What follows belongs to an exercise in optimizing a design on an open flow for small area and a short achievable clock period; a production flow would make more cautious choices.
Where RTL was checked, it was by simulation tests only, not by an equivalence proof against the original.
For run 1, only the layout was checked, not whether the RTL still works.
In every run shown here, the design's own scripts or RTL, not TritonCTS, make the clock network.
The clock port is modelled as an ideal driver, which makes a skipped or thinned clock tree look cheaper than it is; a real chip needs a root buffer or a tree.
Power and IR drop assume default switching activity.

File: flow/design.v
module fa(input a, input b, input c, output s, output co);
    assign s  = a ^ b ^ c;
    assign co = (a & b) | (c & (a ^ b));
endmodule
module add2(input [1:0] a, input [1:0] b, input ci, output [1:0] s, output co);
    wire c0;
    fa f0 (.a(a[0]), .b(b[0]), .c(ci), .s(s[0]), .co(c0));
    fa f1 (.a(a[1]), .b(b[1]), .c(c0), .s(s[1]), .co(co));
endmodule
module Kernel(
    input  [7:0]  pixel_in,
    input         clk,
    input         rst_n,
    input         rst_clk,
    output [31:0] z_out,
    output        slow_clk_out
);
    reg [2:0] j;
    reg       j2;
    always @(posedge clk or negedge rst_clk) begin
        if (!rst_clk) j <= 3'b000;
        else          j <= {j[1], j[0], ~j2};
    end
    always @(posedge clk) j2 <= j[1] & rst_clk;
    assign slow_clk_out = j[2];
    wire c5_nx = j[0] & ~j[1];       
    reg  slot;                       
    always @(posedge clk) slot <= c5_nx;
    wire at_c1 = j[1] & ~j[0];       
    reg rst_seen, rst_prev;
    wire seen_nx = ~rst_n | (rst_seen & ~slot);
    wire prev_nx = slot ? rst_seen : rst_prev;
    wire kill_nx = seen_nx | (prev_nx & ~c5_nx);
    always @(posedge clk) begin
        rst_seen <= seen_nx;
        rst_prev <= prev_nx;
    end
    reg [3:0] n;                     
    always @(posedge clk) begin
        if (!rst_n)                  n <= 4'd0;
        else if (slot && n != 4'd13) n <= n + 4'd1;
    end
    wire v_lane = rst_n & ~j2 & (n >= 4'd6);
    wire v_reg  = rst_n & j2 & j[0] & (n >= 4'd7);
    wire w_lane = rst_n & ~j2 & (n >= 4'd12);
    wire w_reg  = rst_n & j2 & j[0] & (n >= 4'd13);
    reg [3:0] ev;
    reg [6:0] od;
    always @(posedge clk) begin
        if (slot) begin
            ev[3:1] <= {pixel_in[6], pixel_in[4], pixel_in[2]};
            od[6:4] <= {pixel_in[7], pixel_in[5], pixel_in[3]};
            od[2:0] <= 3'b000;
        end else begin
            ev[3:1] <= {1'b0, ev[3:2]};
            od[6:4] <= {1'b0, od[6:5]};
            od[2:0] <= od[3:1];
        end
        ev[0] <= slot ? pixel_in[0] : ev[1];
        od[3] <= slot ? pixel_in[1] : od[4];
    end
    wire [1:0] x1 = {od[3], ev[0]};      
    wire [1:0] x2 = {ev[0], od[2]};      
    reg [70:1] lane;
    always @(posedge clk) lane <= {lane[69:1], j2 ? ev[0] : od[0]};
    reg [1:0] hb [1:12];                 
    integer k;
    always @(posedge clk) begin
        if (at_c1) begin
            hb[1] <= {od[5], ev[2]};
            for (k = 2; k <= 12; k = k + 1) hb[k] <= hb[k-1];
        end
    end
    reg [1:0] v, w;
    always @(posedge clk) begin
        v <= ({2{v_lane}} & {lane[30], lane[33]}) | ({2{v_reg}} & hb[6]);
        w <= ({2{w_lane}} & {lane[66], lane[69]}) | ({2{w_reg}} & hb[12]);
    end
    reg v_lo, w_lo;
    wire [1:0] v2 = {v[0], v_lo};
    wire [1:0] w2 = {w[0], w_lo};
    wire [1:0] r, s, q, s1, c1, t2in, z;
    wire       r_co, s_co, q_co, s1_co, c1_co, t2_co, z_co;
    reg        r_cy, s_cy, q_cy, s1_cy, c1_cy, t2_cy, z_cy;
    reg  [1:0] r_q, r_qq, s_q, q_q, s1_q;
    reg  [9:0] t3, t2;               
    add2 a_r  (.a(v),    .b(w2),   .ci(r_cy),  .s(r),    .co(r_co));
    add2 a_s  (.a(v2),   .b(w),    .ci(s_cy),  .s(s),    .co(s_co));
    add2 a_q  (.a(r_q),  .b(t2[9:8]), .ci(q_cy),  .s(q),    .co(q_co));
    add2 a_s1 (.a(s_q),  .b(t3[9:8]), .ci(s1_cy), .s(s1),   .co(s1_co));
    add2 a_c1 (.a(x2),   .b(r_qq), .ci(c1_cy), .s(c1),   .co(c1_co));
    add2 a_t2 (.a(x1),   .b(s1_q), .ci(t2_cy), .s(t2in), .co(t2_co));
    add2 a_z  (.a(x2),   .b(q_q),  .ci(z_cy),  .s(z),    .co(z_co));
    always @(posedge clk or negedge rst_n) begin
        if (!rst_n) begin
            v_lo <= 1'b0;  w_lo <= 1'b0;
            r_cy <= 1'b0;  s_cy <= 1'b0;  q_cy <= 1'b0;  s1_cy <= 1'b0;
            r_q  <= 2'b00; r_qq <= 2'b00; s_q <= 2'b00; q_q <= 2'b00; s1_q <= 2'b00;
        end else begin
            v_lo <= v[1];  w_lo <= w[1];
            r_cy <= r_co;  s_cy <= s_co;  q_cy <= q_co;  s1_cy <= s1_co;
            r_q  <= r;     r_qq <= r_q;   s_q <= s;      q_q <= q;      s1_q <= s1;
        end
    end
    always @(posedge clk) begin
        c1_cy <= c1_co;  t2_cy <= t2_co;  z_cy <= z_co;
        t3[7:0] <= {t3[5:0], c1};
        t3[9:8] <= t3[7:6] & {2{~kill_nx}};
        t2[7:0] <= {t2[5:0], t2in};
        t2[9:8] <= t2[7:6] & {2{~kill_nx}};
    end
    reg [9:0]  zs;      
    reg [11:0] zr;
    wire [1:0] ztop = {q_q[1] ^ (q_q[0] & z_cy), q_q[0] ^ z_cy};
    always @(posedge clk) begin
        zs <= {z, zs[9:2]};
        if (!rst_n)    zr <= 12'd0;
        else if (slot) zr <= rst_seen ? 12'd0 : {ztop, zs};
    end
    assign z_out = {20'd0, zr};
endmodule
File: flow/flow/run.sh
#!/bin/bash
# The standard layout (standard.sh), with these changes:
#  - clock tree: flow/cts8.tcl (PRE_CTS_TCL) replaces TritonCTS (see there);
#  - buf_2 port buffers; one tie cell for the constant outputs;
#  - after the standard synthesis, fixfa.py flips full adders that Yosys
#    built with inverted inputs and outputs back to true polarity (same
#    function, fewer inverters); registers are untouched.
# make's output goes to flow_*.log here; each step's log is under orfs/logs.
set -euo pipefail
ARGS=(
  "PRE_CTS_TCL=$PWD/flow/cts8.tcl"
  "BUFFER_PORTS_ARGS=-buffer_cell sky130_fd_sc_hd__buf_2"
  SKIP_REPAIR_TIE_FANOUT=1
)
R=orfs/results/sky130hd/Kernel/base
bash standard.sh "${ARGS[@]}" synth > flow_synth.log 2>&1
python3 flow/fixfa.py $R/1_2_yosys.v $R/1_2_yosys_fixfa.v > fixfa.log 2>&1
cp $R/1_2_yosys.v $R/1_2_yosys_orig.v
mv $R/1_2_yosys_fixfa.v $R/1_2_yosys.v
bash standard.sh "${ARGS[@]}" finish > flow_finish.log 2>&1
File: flow/flow/cts8.tcl
# Clock tree for this design, in place of TritonCTS (sourced as PRE_CTS_TCL,
# it replaces the clock_tree_synthesis command that cts.tcl calls next).
# Two levels: the clock port drives four clkbuf_8 (one per quarter of the
# flip-flops, split at the median x, then at the median y of each half); each
# drives two clkbuf_16 (its quarter split again at the median of its longer
# side), and each of those drives its flip-flops. Buffers sit at the centroid
# of what they drive. Every flip-flop is two buffers from the port. cts.tcl
# then legalizes the placement and repairs timing as usual.
rename clock_tree_synthesis my_tritoncts
proc cts8_split { pts } {
  # split a list of {x y iterm} in two halves along its longer side
  set xs [lsort -integer [lmap p $pts { lindex $p 0 }]]
  set ys [lsort -integer [lmap p $pts { lindex $p 1 }]]
  set dx [expr { [lindex $xs end] - [lindex $xs 0] }]
  set dy [expr { [lindex $ys end] - [lindex $ys 0] }]
  set idx [expr { $dx >= $dy ? 0 : 1 }]
  set pts [lsort -integer -index $idx $pts]
  set h [expr { [llength $pts] / 2 }]
  return [list [lrange $pts 0 [expr { $h - 1 }]] [lrange $pts $h end]]
}
proc cts8_centroid { pts } {
  set sx 0
  set sy 0
  foreach p $pts {
    incr sx [lindex $p 0]
    incr sy [lindex $p 1]
  }
  set k [llength $pts]
  return [list [expr { $sx / $k }] [expr { $sy / $k }]]
}
proc cts8_buffer { block master name innet pts } {
  set inst [odb::dbInst_create $block $master $name]
  set net [odb::dbNet_create $block "${name}_net"]
  $net setSigType CLOCK
  [$inst findITerm A] connect $innet
  [$inst findITerm X] connect $net
  set c [cts8_centroid $pts]
  $inst setLocation [lindex $c 0] [lindex $c 1]
  $inst setPlacementStatus PLACED
  return $net
}
proc clock_tree_synthesis { args } {
  set block [ord::get_db_block]
  set db [ord::get_db]
  set clk [$block findNet clk]
  set pts {}
  foreach it [$clk getITerms] {
    set loc [[$it getInst] getLocation]
    lappend pts [list [lindex $loc 0] [lindex $loc 1] $it]
  }
  puts "cts8: [llength $pts] clock sinks"
  set quarters {}
  foreach half [cts8_split $pts] {
    foreach q [cts8_split $half] { lappend quarters $q }
  }
  set m1 [$db findMaster sky130_fd_sc_hd__clkbuf_8]
  set m2 [$db findMaster sky130_fd_sc_hd__clkbuf_16]
  set g 0
  foreach q $quarters {
    set n1 [cts8_buffer $block $m1 "clkbuf_r$g" $clk $q]
    set l 0
    foreach leaf [cts8_split $q] {
      set n2 [cts8_buffer $block $m2 "clkbuf_l${g}_$l" $n1 $leaf]
      foreach p $leaf {
        set it [lindex $p 2]
        $it disconnect
        $it connect $n2
      }
      puts "cts8: clkbuf_l${g}_$l drives [llength $leaf] sinks"
      incr l
    }
    incr g
  }
  $clk setSigType CLOCK
  global_connect
  set_propagated_clock [all_clocks]
}
File: flow/flow/fixfa.py
#!/usr/bin/env python3
"""Polarity clean-up of a Yosys netlist: Yosys's extract_fa often builds a full
adder from inverted inputs with inverted outputs (FA(~a,~b,~c) = ~FA(a,b,c)),
adding inverters around the fa cell. This script flips such adders back to
true polarity (the function of the netlist does not change): inputs driven by
inverters are connected to the inverters' inputs, carries between flipped adders
keep their nets, and each output's former consumers get the inverse it had:
an inverter load is removed (its loads move to the true net), any other load
gets a new inverter. Inverters left without loads are removed.
With --split, every full adder is then built from two xor2 and a maj3, which
are faster than the fa cell (same function).
usage: fixfa.py [--split] in.v out.v"""
import re, sys
from collections import defaultdict

split = '--split' in sys.argv
argv = [a for a in sys.argv if a != '--split']
src = open(argv[1]).read()
OUTP = {'X', 'Y', 'Q', 'Q_N', 'SUM', 'COUT', 'HI', 'LO'}
inst_re = re.compile(r'^(\s*)(sky130_fd_sc_hd__\w+)\s+(\S+)\s*\((.*?)\);[ \t]*\n', re.S | re.M)
pin_re = re.compile(r'\.(\w+)\(([^()]*)\)')

insts = []           # [type, name, [[pin, net], ...], indent]
pieces = []          # text pieces between instances
pos = 0
for m in inst_re.finditer(src):
    pieces.append(src[pos:m.start()])
    pins = [[p, n.strip()] for p, n in pin_re.findall(m.group(4))]
    insts.append([m.group(2), m.group(3), pins, m.group(1)])
    pos = m.end()
tail = src[pos:]
head = ''.join(pieces)

# nets that appear outside instances (ports, assigns) are left alone
fixed = set()
for line in (head + tail).splitlines():
    s = line.strip()
    if s.startswith('assign') or s.startswith('input') or s.startswith('output'):
        for tok in re.findall(r'\\\S+|[A-Za-z_][\w$]*(?:\[\d+\])?', s):
            fixed.add(tok)
            fixed.add(tok.split('[')[0])

def build():
    drv, loads = {}, defaultdict(list)
    for i, (t, n, pins, _) in enumerate(insts):
        for k, (p, net) in enumerate(pins):
            if p in OUTP:
                drv[net] = (i, k)
            else:
                loads[net].append((i, k))
    return drv, loads

def is_inv(i):
    return re.match(r'sky130_fd_sc_hd__(clk)?inv_\d+$', insts[i][0]) is not None

def pin(i, name):
    for p, net in insts[i][2]:
        if p == name:
            return net
    return None

def setpin(i, name, net):
    for pp in insts[i][2]:
        if pp[0] == name:
            pp[1] = net

drv, loads = build()
fas = [i for i, x in enumerate(insts) if re.match(r'sky130_fd_sc_hd__fa_\d+$', x[0])]

def src_kind(net):
    d = drv.get(net)
    if d is None or net in fixed:
        return None
    i, k = d
    if is_inv(i) and pin(i, 'A') not in fixed:
        return ('inv', i)
    if i in fas and insts[i][2][k][0] == 'COUT':
        return ('fa', i)
    return None

cand = set()
for f in fas:
    ks = [src_kind(pin(f, p)) for p in ('A', 'B', 'CIN')]
    if all(ks) and pin(f, 'SUM') not in fixed and pin(f, 'COUT') not in fixed:
        cand.add(f)
changed = True
while changed:
    changed = False
    for f in list(cand):
        for p in ('A', 'B', 'CIN'):
            k = src_kind(pin(f, p))
            if k[0] == 'fa' and k[1] not in cand:
                cand.discard(f); changed = True; break
# a flipped adder's carry may only feed other flipped adders' CIN or anything
# else (handled below), so no further condition is needed.

newid = [0]
def fresh(base):
    newid[0] += 1
    return '_fixfa_%s%d_' % (base, newid[0])

new_insts = []
new_wires = []
dead = set()
for f in sorted(cand):
    for p in ('A', 'B', 'CIN'):
        k = src_kind(pin(f, p))
        if k[0] == 'inv':
            setpin(f, p, pin(k[1], 'A'))
drv, loads = build()
for f in sorted(cand):
    for p in ('SUM', 'COUT'):
        o = pin(f, p)
        for (i, k) in list(loads.get(o, [])):
            if i in cand and insts[i][2][k][0] == 'CIN':
                continue
            if is_inv(i) and i not in dead and pin(i, 'Y') not in fixed:
                y = pin(i, 'Y')
                for (i2, k2) in list(loads.get(y, [])):
                    insts[i2][2][k2][1] = o
                dead.add(i)
            else:
                nn = fresh('n')
                new_wires.append(nn)
                insts[i][2][k][1] = nn
                new_insts.append(['sky130_fd_sc_hd__inv_1', fresh('i'), [['A', o], ['Y', nn]], '  '])
drv, loads = build()
# remove inverters with no loads
for i, x in enumerate(insts):
    if is_inv(i) and not loads.get(pin(i, 'Y')) and pin(i, 'Y') not in fixed:
        dead.add(i)

if split:
    for i, x in enumerate(insts):
        if i in dead or not re.match(r'sky130_fd_sc_hd__fa_\d+$', x[0]):
            continue
        a, b, c, so, co = (pin(i, p) for p in ('A', 'B', 'CIN', 'SUM', 'COUT'))
        p = fresh('p')
        new_wires.append(p)
        new_insts.append(['sky130_fd_sc_hd__xor2_1', fresh('x'), [['A', a], ['B', b], ['X', p]], x[3]])
        new_insts.append(['sky130_fd_sc_hd__xor2_1', fresh('x'), [['A', p], ['B', c], ['X', so]], x[3]])
        new_insts.append(['sky130_fd_sc_hd__maj3_1', fresh('m'), [['A', a], ['B', b], ['C', c], ['X', co]], x[3]])
        dead.add(i)

def fmt(x):
    t, n, pins, ind = x
    body = ',\n'.join('%s  .%s(%s)' % (ind, p, net + ' ' if net.startswith('\\') else net)
                       for p, net in pins)
    return '%s%s %s (\n%s\n%s);\n' % (ind, t, n, body, ind)

out = [pieces[0]]
for idx, x in enumerate(insts):
    if idx not in dead:
        out.append(fmt(x))
    if idx + 1 < len(pieces):
        out.append(pieces[idx + 1])
for x in new_insts:
    out.append(fmt(x))
out.append(tail)
text = ''.join(out)
if new_wires:
    decl = ''.join('  wire %s;\n' % w for w in new_wires)
    text = re.sub(r'(module\s+\w+\s*\([^;]*\);\n)', lambda m: m.group(1) + decl, text, count=1)
open(argv[2], 'w').write(text)
sys.stderr.write('fixfa: flipped %d of %d adders, removed %d inverters, added %d\n'
                 % (len(cand), len(fas), len(dead), len(new_insts)))
File: flow/standard.sh
#!/bin/bash
# synth_recipe.tcl (not shown) runs the flow's synth.tcl, then flattens the netlist and writes it again
# the make line also repeats each setting of config.mk as NAME=value (left out here)
make -C /OpenROAD-flow-scripts/flow DESIGN_CONFIG=/design/flow/config.mk WORK_HOME=/design/flow/orfs CLKGATE_MAP_FILE= SYNTH_SCRIPT=/design/flow/synth_recipe.tcl "${@:-finish}"
File: flow/config.mk
export PLATFORM = sky130hd
export DESIGN_NAME = Kernel
export DESIGN_NICKNAME = Kernel
export VERILOG_FILES = /design/flow/design.v
export SDC_FILE = /design/flow/constraint.sdc
export NUM_CORES = 4
export LEC_CHECK = 0
export CAP_MARGIN = 20
export CORE_MARGIN = 2
export CORE_UTILIZATION = 70
export PLACE_DENSITY = 0.8
export SETUP_SLACK_MARGIN = 1.62
export SLEW_MARGIN = 20
File: flow/constraint.sdc
create_clock -name core_clock -period 3.0 [get_ports {clk}]
set_input_delay 0.6000 -clock core_clock [delete_from_list [all_inputs] [get_ports {clk}]]
set_output_delay 0.6000 -clock core_clock [all_outputs]
set_load 0.01 [all_outputs]
==> results of run 1 <==
## placed cells by master (no fill, tap or decap), types with 3 or more instances in the layout
cell type  instances
a22oi_1           10
a22o_1             4
nand2_1           13
buf_4              5
nor2_1            16
inv_1              7
buf_2             22
clkbuf_16          8
clkbuf_8           4
nor2b_1            3
fa_1               7
mux2_2             7
and2_1             3
nor2b_4            3
edfxtp_1          24
a21oi_1            4
a211oi_1           5
fa_2               7
ha_1               5
dfrtp_1           19
dfxtp_1          125
dfxtp_2           11
## metal layers
| metal | global-route usage | up-vias | wire length (um) |
|---|---|---|---|
| li1 | - | 1055 | - |
| met1 | 0.2360 | 1079 | 2959 |
| met2 | 0.2849 | 47 | 3123 |
| met3 | 0.01847 | 15 | 329 |
| met4 | 0.04885 | 0 | 159 |
| met5 | 0 | - | 0 |
## timing repair
item	in CTS	in global routing
pin swaps	1	0
buffers inserted	1	2
endpoints found under the setup margin	51	23
resized for setup	11	14
gates cloned	1	0
## final cells by class
| type | count | area share |
|---|---|---|
| sequential | 180 | 0.7242 |
| multi-input combinational | 106 | 0.1725 |
| buffer | 12 | 0.04672 |
| timing repair buffer | 27 | 0.02703 |
| tap | 99 | 0.02268 |
| inverter | 9 | 0.006871 |
## path summary, 6_finish.rpt
path / start / end / slack [ns] / cells after the start
worst max-delay path: s_q[0] / s1_q[1] / 1.63 / 2
worst min-delay path: rst_clk / j[2] / 0.1 / 1
worst max register to register: s_q[0] / s1_q[1] / 1.63 / 2
worst min register to register: lane[64] / lane[65] / 0.33 / 0
max in group asynchronous: rst_n / r_qq[1] / 2.55 / 1
min in group core_clock: lane[64] / lane[65] / 0.33 / 0
## power groups by stage
stage	registers, W	clock network [W]	logic, W
after floorplan	0.00272	0	0.000104
after global placement	0.00274	0	0.000108
after detailed placement	0.00275	0	0.000113
after CTS	0.00270	0.00125	0.000117
after global routing	0.00272	0.00133	0.000135
final	0.00270	0.00123	0.000119
## stage by stage
stage	hold slack [ns]	instance area, um^2
CTS	0.09688	5419
global placement	0.3099	5122
floorplan	0.3044	5074
global route	0.08910	5463
detailed placement	0.3121	5122
finish	0.09671	5463
==> flow_summary.ini, run 1 <==
[worst_setup_path]
critPathBufInv = 0
arrival_ns = 1.53
critPathMaxStageDelay_ns = 0.45
end_kind = flip-flop
crit_type = reg2reg
start_kind = flip-flop
cp_cell_sequence = fa_2, fa_1
cp_top_family = adder cells
crit_slowest_cell = fa_1
critical_path_required_ns = 3.15
path_max_fanout = 1

[power_and_ir_drop]
ir_drop_uv = 581.4
seq_power_share = 0.666
power.leakage_nw = 2.276
power.total_w = 0.004050
intPower_w = 0.003273
p_comb_frac = 0.029
power.density_nw_per_um2 = 741.5
power.switching_w = 0.0007776
sw_frac_of_total = 0.1920
power_frac_clock = 0.305

[die]
die_y_um = 89.07
rows = 31
die_area_um2 = 7933
die_w_um = 89.07
pin_count = 44
start_util = 0.7099
coreArea_um2 = 7137

[timing]
fin_skew_ns = 0.01271
fin_crit_sh = 0.4582
fin_tns_setup_ns = 0
drv_slew = 0
layout_min_cycle_time_ns = 1.375
rsz0062_at_grt = yes
setup_viol = 0
timing.final.ws_setup_ns = 1.625
fmax_mhz = 727.5
hold_viol = 0

[layout]
fillers = 445
layout-drive-gt1-share = 0.2246
fin_cells = 433
regArea_um2 = 3956
top_register = lane
fin_util = 0.7654
largest_reg_flops = 69
multi_input_area_um2 = 942.2
insertedDiodeCount = 0
top_regs = lane (69), hb (24), zr (12)
areaGrowthSynthToFinish_pct = 7.829
final_nets = 366

[clock_tree]
clkSlewWorstSetupHoldPaths_ns = 0.09
clk_latency_ns = 0.29
cts_hold_buffers = 0

[status]
status = timing/DRC/antenna clean

[drt]
route.antenna.remaining_nets = 0
viasPerCell = 5.072
detail_route.iter0.violations = 97
dr_total_vias = 2196
drc = 0
drt-pass1-iter-count = 4
wl_per_cell_um = 15.18
finalWirelength_mm = 6.572

[grt]
antenna_found_initial = 0
grt_pass1_vias = 2235
grt_max_degree = 28
grt_pass1_wl_mm = 10.33
grt_usage = 0.1684
overflow = 0

[placed_design]
place_congestion = 0.7939
port_buffers = 23
post-place-ws_ns = 1.175
hpwlAfterDp_mm = 3.998
numPlacedInstances = 417

[yosys]
syn-cell-area_um2 = 5066
synthCells = 320
yosys_warnings = 2
syn-num-nets = 350
avgSynthCellArea_um2 = 15.83

[job]
maxCapViolCount = 0

[worst_hold_path]
hold_path.class = in2async
==> run 2, diff against run 1 <==
--- a/flow/design.v
+++ b/flow/design.v
@@ -48,2 +48,3 @@
     reg [6:0] od;
+    reg       x_lo;                  
     always @(posedge clk) begin
@@ -60,5 +61,6 @@
         od[3] <= slot ? pixel_in[1] : od[4];
+        x_lo  <= od[3] & ~slot;
     end
     wire [1:0] x1 = {od[3], ev[0]};      
-    wire [1:0] x2 = {ev[0], od[2]};      
+    wire [1:0] x2 = {ev[0], x_lo};       
     reg [70:1] lane;
--- a/flow/flow/run.sh
+++ b/flow/flow/run.sh
@@ -3,3 +3,3 @@
 #  - clock tree: flow/cts8.tcl (PRE_CTS_TCL) replaces TritonCTS (see there);
-#  - buf_2 port buffers; one tie cell for the constant outputs;
+#  - buf_1 port buffers; one tie cell for the constant outputs;
 #  - after the standard synthesis, fixfa.py flips full adders that Yosys
@@ -11,3 +11,3 @@
   "PRE_CTS_TCL=$PWD/flow/cts8.tcl"
-  "BUFFER_PORTS_ARGS=-buffer_cell sky130_fd_sc_hd__buf_2"
+  "BUFFER_PORTS_ARGS=-buffer_cell sky130_fd_sc_hd__buf_1"
   SKIP_REPAIR_TIE_FANOUT=1
--- a/flow/config.mk
+++ b/flow/config.mk
@@ -9,5 +9,5 @@
 export CORE_MARGIN = 2
-export CORE_UTILIZATION = 70
-export PLACE_DENSITY = 0.8
-export SETUP_SLACK_MARGIN = 1.62
+export CORE_UTILIZATION = 65
+export PLACE_DENSITY = 0.75
+export SETUP_SLACK_MARGIN = 1.6
 export SLEW_MARGIN = 20
==> run 2 against run 1 <==
Final area is the same. Routed wire length increased by 0.37%. Global-route usage down 1.1 points. Clock power about the same. Die area up 8.0%. Sequential share of layout area grew 0.23 points. Sequential power hardly changed. Critical endpoint is now z_out[11]. Still clean on timing, DRC and antenna. Highest routed layer unchanged. Largest cell class unchanged.
==> flow_summary.ini, run 2 <==
[yosys]
avgSynthCellArea_um2 = 15.88
syn-num-nets = 351
yosys_warnings = 2
syn-cell-area_um2 = 5097
synthCells = 321

[grt]
grt_usage = 0.1576
overflow = 0
grt_pass1_vias = 2289
antenna_found_initial = 0
grt_max_degree = 25
grt_pass1_wl_mm = 10.86

[layout]
areaGrowthSynthToFinish_pct = 7.167
fin_util = 0.7143
final_nets = 367
top_regs = lane (69), hb (24), zr (12)
layout_common_cells = dfxtp_1, edfxtp_1, dfrtp_1
insertedDiodeCount = 0
top_register = lane
largest_reg_flops = 69
layout-drive-gt1-share = 0.1582
final_common_cell = dfxtp_1

[die]
pin_count = 44
die_w_um = 92.56
die_area_um2 = 8566
die_y_um = 92.56
rows = 32
coreArea_um2 = 7647
start_util = 0.6666

[worst_setup_path]
crit_type = reg2out
cp_cell_sequence = buf_1
start_kind = flip-flop
critPathMaxStageDelay_ns = 0.33
critPathBufInv = 1
path_max_fanout = 2
end_kind = primary output
crit_start = zr[11]
critical_path_required_ns = 2.40
crit_slowest_cell = dfxtp_1
r2r_setup_slack_ns = 1.64
cp_top_family = flip-flops
arrival_ns = 0.77
r2r-start = q_q[0]

[drt]
drt-pass1-iter-count = 4
finalWirelength_mm = 6.596
dr_total_vias = 2166
route.antenna.remaining_nets = 0
detail_route.iter0.violations = 76
wl_per_cell_um = 15.09
viasPerCell = 4.957
drc = 0

[timing]
fmax_mhz = 728.1
layout_min_cycle_time_ns = 1.373
rsz0062_at_grt = no
fin_tns_setup_ns = 0
hold_viol = 0
fin_crit_sh = 0.4578
fin_skew_ns = 0.01311
setup_viol = 0
drv_slew = 0

[clock_tree]
clk_latency_ns = 0.29
clkSlewWorstSetupHoldPaths_ns = 0.08

[power_and_ir_drop]
power.density_nw_per_um2 = 747.0
ir_drop_uv = 719.2
power.total_w = 0.004081
power.leakage_nw = 2.262

[placed_design]
place_congestion = 0.7098
hpwlAfterDp_mm = 4.084
port_buffers = 23

[status]
status = timing/DRC/antenna clean

[worst_hold_path]
hold_path.class = in2async

[job]
maxCapViolCount = 0
run 2: metal layers:
layer	up-vias	GRT usage	routed length, um	share of wire
met4	0	0.03856	170	0.026
met2	38	0.2652	3139	0.48
met5	-	0	0	0
li1	1055	-	-	-
met1	1061	0.2254	3057	0.46
met3	12	0.01465	229	0.035
run 2: stage by stage:
| step | area [um^2] | instances | hold slack (ns) | setup slack (ns) |
|---|---|---|---|---|
| final | 5463 | 437 | 0.1140 | 1.627 |
| after floorplan | 5105 | 321 | 0.3044 | 1.645 |
| after global routing | 5463 | 437 | 0.1275 | 1.588 |
| after detailed placement | 5140 | 422 | 0.3121 | 1.123 |
| after global placement | 5140 | 422 | 0.3113 | 1.133 |
| after CTS | 5404 | 434 | 0.1204 | 1.601 |
run 2: worst paths after layout:
path	to	cells after the start
worst max-delay path	z_out[11]	1
worst min-delay path	j[0]	1
worst max register to register	zs[9]	2
worst min register to register	lane[35]	0
max in group asynchronous	s1_q[1]	2
min in group core_clock	lane[35]	0
run 2: area by class of cell:
| type | instances | area, um^2 |
|---|---|---|
| buffer | 12 | 255.2 |
| fill | 500 | 2185 |
| inverter | 8 | 30.03 |
| multi-input combinational | 107 | 950.9 |
| sequential | 181 | 3969 |
| tap | 102 | 127.6 |
| timing repair buffer | 27 | 130.1 |
run 2: repair_timing:
item	in CTS	in global routing
hold buffers	0	0
buffers inserted	0	2
endpoints found under the setup margin	24	51
resized for setup	5	19
pin swaps	0	1
cloned	0	1
run 2: where the power goes:
group	internal (W)	leakage, nW	switching [W]	total, W
combinational	0.0000484	0.516	0.0000769	0.000125
sequential	0.00264	1.62	0.0000725	0.00271
clock	0.000600	0.127	0.000642	0.00124
total	0.00329	2.26	0.000791	0.00408
==> run 3, diff against run 2 <==
--- a/flow/flow/run.sh
+++ b/flow/flow/run.sh
@@ -2,4 +2,4 @@
 # The standard layout (standard.sh), with these changes:
-#  - clock tree: flow/cts8.tcl (PRE_CTS_TCL) replaces TritonCTS (see there);
-#  - buf_1 port buffers; one tie cell for the constant outputs;
+#  - clock tree: flow/cts8b.tcl (PRE_CTS_TCL) replaces TritonCTS (see there);
+#  - buf_2 port buffers; one tie cell for the constant outputs;
 #  - after the standard synthesis, fixfa.py flips full adders that Yosys
@@ -10,4 +10,4 @@
 ARGS=(
-  "PRE_CTS_TCL=$PWD/flow/cts8.tcl"
-  "BUFFER_PORTS_ARGS=-buffer_cell sky130_fd_sc_hd__buf_1"
+  "PRE_CTS_TCL=$PWD/flow/cts8b.tcl"
+  "BUFFER_PORTS_ARGS=-buffer_cell sky130_fd_sc_hd__buf_2"
   SKIP_REPAIR_TIE_FANOUT=1
==> flow/flow/cts8b.tcl (new file) <==
# Clock tree for this design, in place of TritonCTS (sourced as PRE_CTS_TCL,
# it replaces the clock_tree_synthesis command that cts.tcl calls next).
# Two levels: the clock port drives four clkbuf_16 (one per quarter of the
# flip-flops, split at the median x, then at the median y of each half); each
# drives two clkbuf_16 (its quarter split again at the median of its longer
# side), and each of those drives its flip-flops. Buffers sit at the centroid
# of what they drive. Every flip-flop is two buffers from the port. cts.tcl
# then legalizes the placement and repairs timing as usual.
rename clock_tree_synthesis my_tritoncts
proc cts8_split { pts } {
  # split a list of {x y iterm} in two halves along its longer side
  set xs [lsort -integer [lmap p $pts { lindex $p 0 }]]
  set ys [lsort -integer [lmap p $pts { lindex $p 1 }]]
  set dx [expr { [lindex $xs end] - [lindex $xs 0] }]
  set dy [expr { [lindex $ys end] - [lindex $ys 0] }]
  set idx [expr { $dx >= $dy ? 0 : 1 }]
  set pts [lsort -integer -index $idx $pts]
  set h [expr { [llength $pts] / 2 }]
  return [list [lrange $pts 0 [expr { $h - 1 }]] [lrange $pts $h end]]
}
proc cts8_centroid { pts } {
  set sx 0
  set sy 0
  foreach p $pts {
    incr sx [lindex $p 0]
    incr sy [lindex $p 1]
  }
  set k [llength $pts]
  return [list [expr { $sx / $k }] [expr { $sy / $k }]]
}
proc cts8_buffer { block master name innet pts } {
  set inst [odb::dbInst_create $block $master $name]
  set net [odb::dbNet_create $block "${name}_net"]
  $net setSigType CLOCK
  [$inst findITerm A] connect $innet
  [$inst findITerm X] connect $net
  set c [cts8_centroid $pts]
  $inst setLocation [lindex $c 0] [lindex $c 1]
  $inst setPlacementStatus PLACED
  return $net
}
proc clock_tree_synthesis { args } {
  set block [ord::get_db_block]
  set db [ord::get_db]
  set clk [$block findNet clk]
  set pts {}
  foreach it [$clk getITerms] {
    set loc [[$it getInst] getLocation]
    lappend pts [list [lindex $loc 0] [lindex $loc 1] $it]
  }
  puts "cts8: [llength $pts] clock sinks"
  set quarters {}
  foreach half [cts8_split $pts] {
    foreach q [cts8_split $half] { lappend quarters $q }
  }
  set m1 [$db findMaster sky130_fd_sc_hd__clkbuf_16]
  set m2 [$db findMaster sky130_fd_sc_hd__clkbuf_16]
  set g 0
  foreach q $quarters {
    set n1 [cts8_buffer $block $m1 "clkbuf_r$g" $clk $q]
    set l 0
    foreach leaf [cts8_split $q] {
      set n2 [cts8_buffer $block $m2 "clkbuf_l${g}_$l" $n1 $leaf]
      foreach p $leaf {
        set it [lindex $p 2]
        $it disconnect
        $it connect $n2
      }
      puts "cts8: clkbuf_l${g}_$l drives [llength $leaf] sinks"
      incr l
    }
    incr g
  }
  $clk setSigType CLOCK
  global_connect
  set_propagated_clock [all_clocks]
}
removed: flow/flow/cts8.tcl
==> run 3 against run 2 <==
Combinational power down about 10%. Setup slack gained 0.016 ns. Sequential share of layout area is 0.70 points lower. Sequential cell count unchanged. Global-route usage is 0.68 points lower. First-iteration DRC count up 13%. Die area unchanged. Critical path type unchanged. Critical endpoint is now slow_clk_out. Highest routed layer unchanged.
==> flow_summary.ini, run 3 <==
[worst_setup_path]
rr_endpoint = q_q[1]
end_kind = primary output
start_kind = flip-flop
critPathMaxStageDelay_ns = 0.36
crit_slowest_cell = dfrtp_1
critical_path_required_ns = 2.40
worst_r2r_path_depth = 2
cp_top_family = flip-flops
arrival_ns = 0.76
critPathBufInv = 1
cp_cell_sequence = buf_2
crit_start = j[2]
path_max_fanout = 1
worstSetupEndpoint = slow_clk_out
r2r_setup_slack_ns = 1.65
r2r-start = r_q[0]
crit_type = reg2out
cp.depth = 1

[yosys]
syn-num-nets = 351
avgSynthCellArea_um2 = 15.88
syn-cell-area_um2 = 5097
yosys_warnings = 2
synthCells = 321

[die]
die_y_um = 92.56
die_w_um = 92.56
pin_count = 44
rows = 32
start_util = 0.6666
die_area_um2 = 8566
coreArea_um2 = 7647

[layout]
layout_common_cells = dfxtp_1, edfxtp_1, buf_2
top_regs = lane (69), hb (24), zr (12)
layout-drive-gt1-share = 0.1922
final_nets = 365
insertedDiodeCount = 0
largest_reg_flops = 69
top_register = lane
final_common_cell = dfxtp_1
areaGrowthSynthToFinish_pct = 8.247
finalInstanceArea_um2 = 5518

[placed_design]
place_congestion = 0.7340
place_area_um2 = 5154
port_buffers = 23
hpwlAfterDp_mm = 3.954

[grt]
grt_pass1_wl_mm = 10.45
grt_max_degree = 28
overflow = 0
grt_pass1_vias = 2220
antenna_found_initial = 0
grt_usage = 0.1508

[drt]
detail_route.iter0.violations = 86
drc = 0
drt-pass1-iter-count = 6
route.antenna.remaining_nets = 0
viasPerCell = 4.963
wl_per_cell_um = 14.51
dr_total_vias = 2159
finalWirelength_mm = 6.314

[timing]
drv_slew = 0
rsz0062_at_grt = no
fin_skew_ns = 0.008855
fmax_mhz = 736.9
setup_viol = 0
fin_crit_sh = 0.4523
fin_tns_setup_ns = 0
layout_min_cycle_time_ns = 1.357
hold_viol = 0
worst_hold_slack_ns = 0.1135

[power_and_ir_drop]
sw_frac_of_total = 0.1856
power.leakage_nw = 2.310
ir_drop_uv = 671.4
seq_power_share = 0.652
power.density_nw_per_um2 = 756.6
p_comb_frac = 0.027
intPower_w = 0.003400
power_frac_clock = 0.321
power.total_w = 0.004175
power.switching_w = 0.0007746

[clock_tree]
clk_latency_ns = 0.28
cts_hold_buffers = 0
clkSlewWorstSetupHoldPaths_ns = 0.08

[status]
status = timing/DRC/antenna clean

[worst_hold_path]
hold_path.class = in2async

[job]
maxCapViolCount = 0
==> run 3: cell count changes in the layout (fill, tap and decap cells not counted), sizes merged <==
cell / previous run / this run
clkbuf: 21 / 12
buf: 18 / 25
clkinvlp: 0 / 1
inv: 8 / 7
==> run 3: worst min-delay path by stage <==
stage | startpoint | depth (start not counted) | to
finish | rst_clk | 1 | j[2]
floorplan | rst_clk | 0 | j[0]
detailed placement | lane[60] | 0 | lane[61]
global route | rst_clk | 1 | j[2]
CTS | rst_clk | 1 | j[2]
global placement | lane[30] | 0 | lane[31]
==> run 3: routing by layer <==
layer	global-route usage	vias up	share of wire
met1	0.2215	1050	0.47
met5	0	-	0
met4	0.03234	0	0.020
met2	0.2494	36	0.48
met3	0.01465	11	0.037
li1	-	1062	-
==> run 3: per-stage QoR <==
step	setup slack, ns	cells	utilization
detailed placement	1.096	420	0.6739
global route	1.610	435	0.7215
finish	1.643	435	0.7215
CTS	1.602	432	0.7148
floorplan	1.645	321	-
global placement	1.215	420	0.6739
==> run 3: what timing repair did <==
action,in CTS,in global routing
setup endpoints to repair,31,40
pin swaps,0,0
gates resized for setup,5,11
setup buffers,0,2
gates cloned,0,1
==> run 3: cell type report <==
| cell class | count | area (um^2) |
|---|---|---|
| sequential | 181 | 3970 |
| fill | 476 | 2130 |
| multi-input combinational | 107 | 953.4 |
| buffer | 12 | 300.3 |
| timing repair buffer | 25 | 132.6 |
| tap | 102 | 127.6 |
| inverter | 8 | 33.78 |
==> run 3: power groups by stage <==
stage | clock (W) | sequential (W) | combinational, W
2_1_floorplan | 0 | 0.00274 | 0.000104
3_3_place_gp | 0 | 0.00277 | 0.000104
3_5_place_dp | 0 | 0.00277 | 0.000108
4_1_cts | 0.00137 | 0.00272 | 0.000110
5_1_grt | 0.00144 | 0.00274 | 0.000128
6_report | 0.00134 | 0.00272 | 0.000112

-- port drivers added, routing unchanged --
In the flow no input, the clock included, has a driving cell. The finished layouts below were timed again as built, in two steps. Step 1 assumes that a clkbuf_16 drives the clock port and a buf_2 every other input. Step 2 times the ports against the registers' clock, not the clock port: input delays grow and output delays shrink by t, the midpoint of the rising clock arrivals with the driver on. Slacks: ideal ports / drivers / drivers and shift; pairs: ideal ports / drivers.
| run | t, ns | slack for setup (ns) | worst data-port slew with drivers (ns) |
|---|---|---|---|
| run 1 | 0.342 | 1.625 / 1.566 / 1.483 | 0.03 |
| run 2 | 0.344 | 1.627 / 1.566 / 1.415 | 0.04 |
| run 3 | 0.349 | 1.643 / 1.564 / 1.385 | 0.03 |
After both steps setup and hold are still met in every run listed. The setup slack of run 3, which loses most, moves by -0.079 ns with the drivers and by -0.258 ns with both steps.
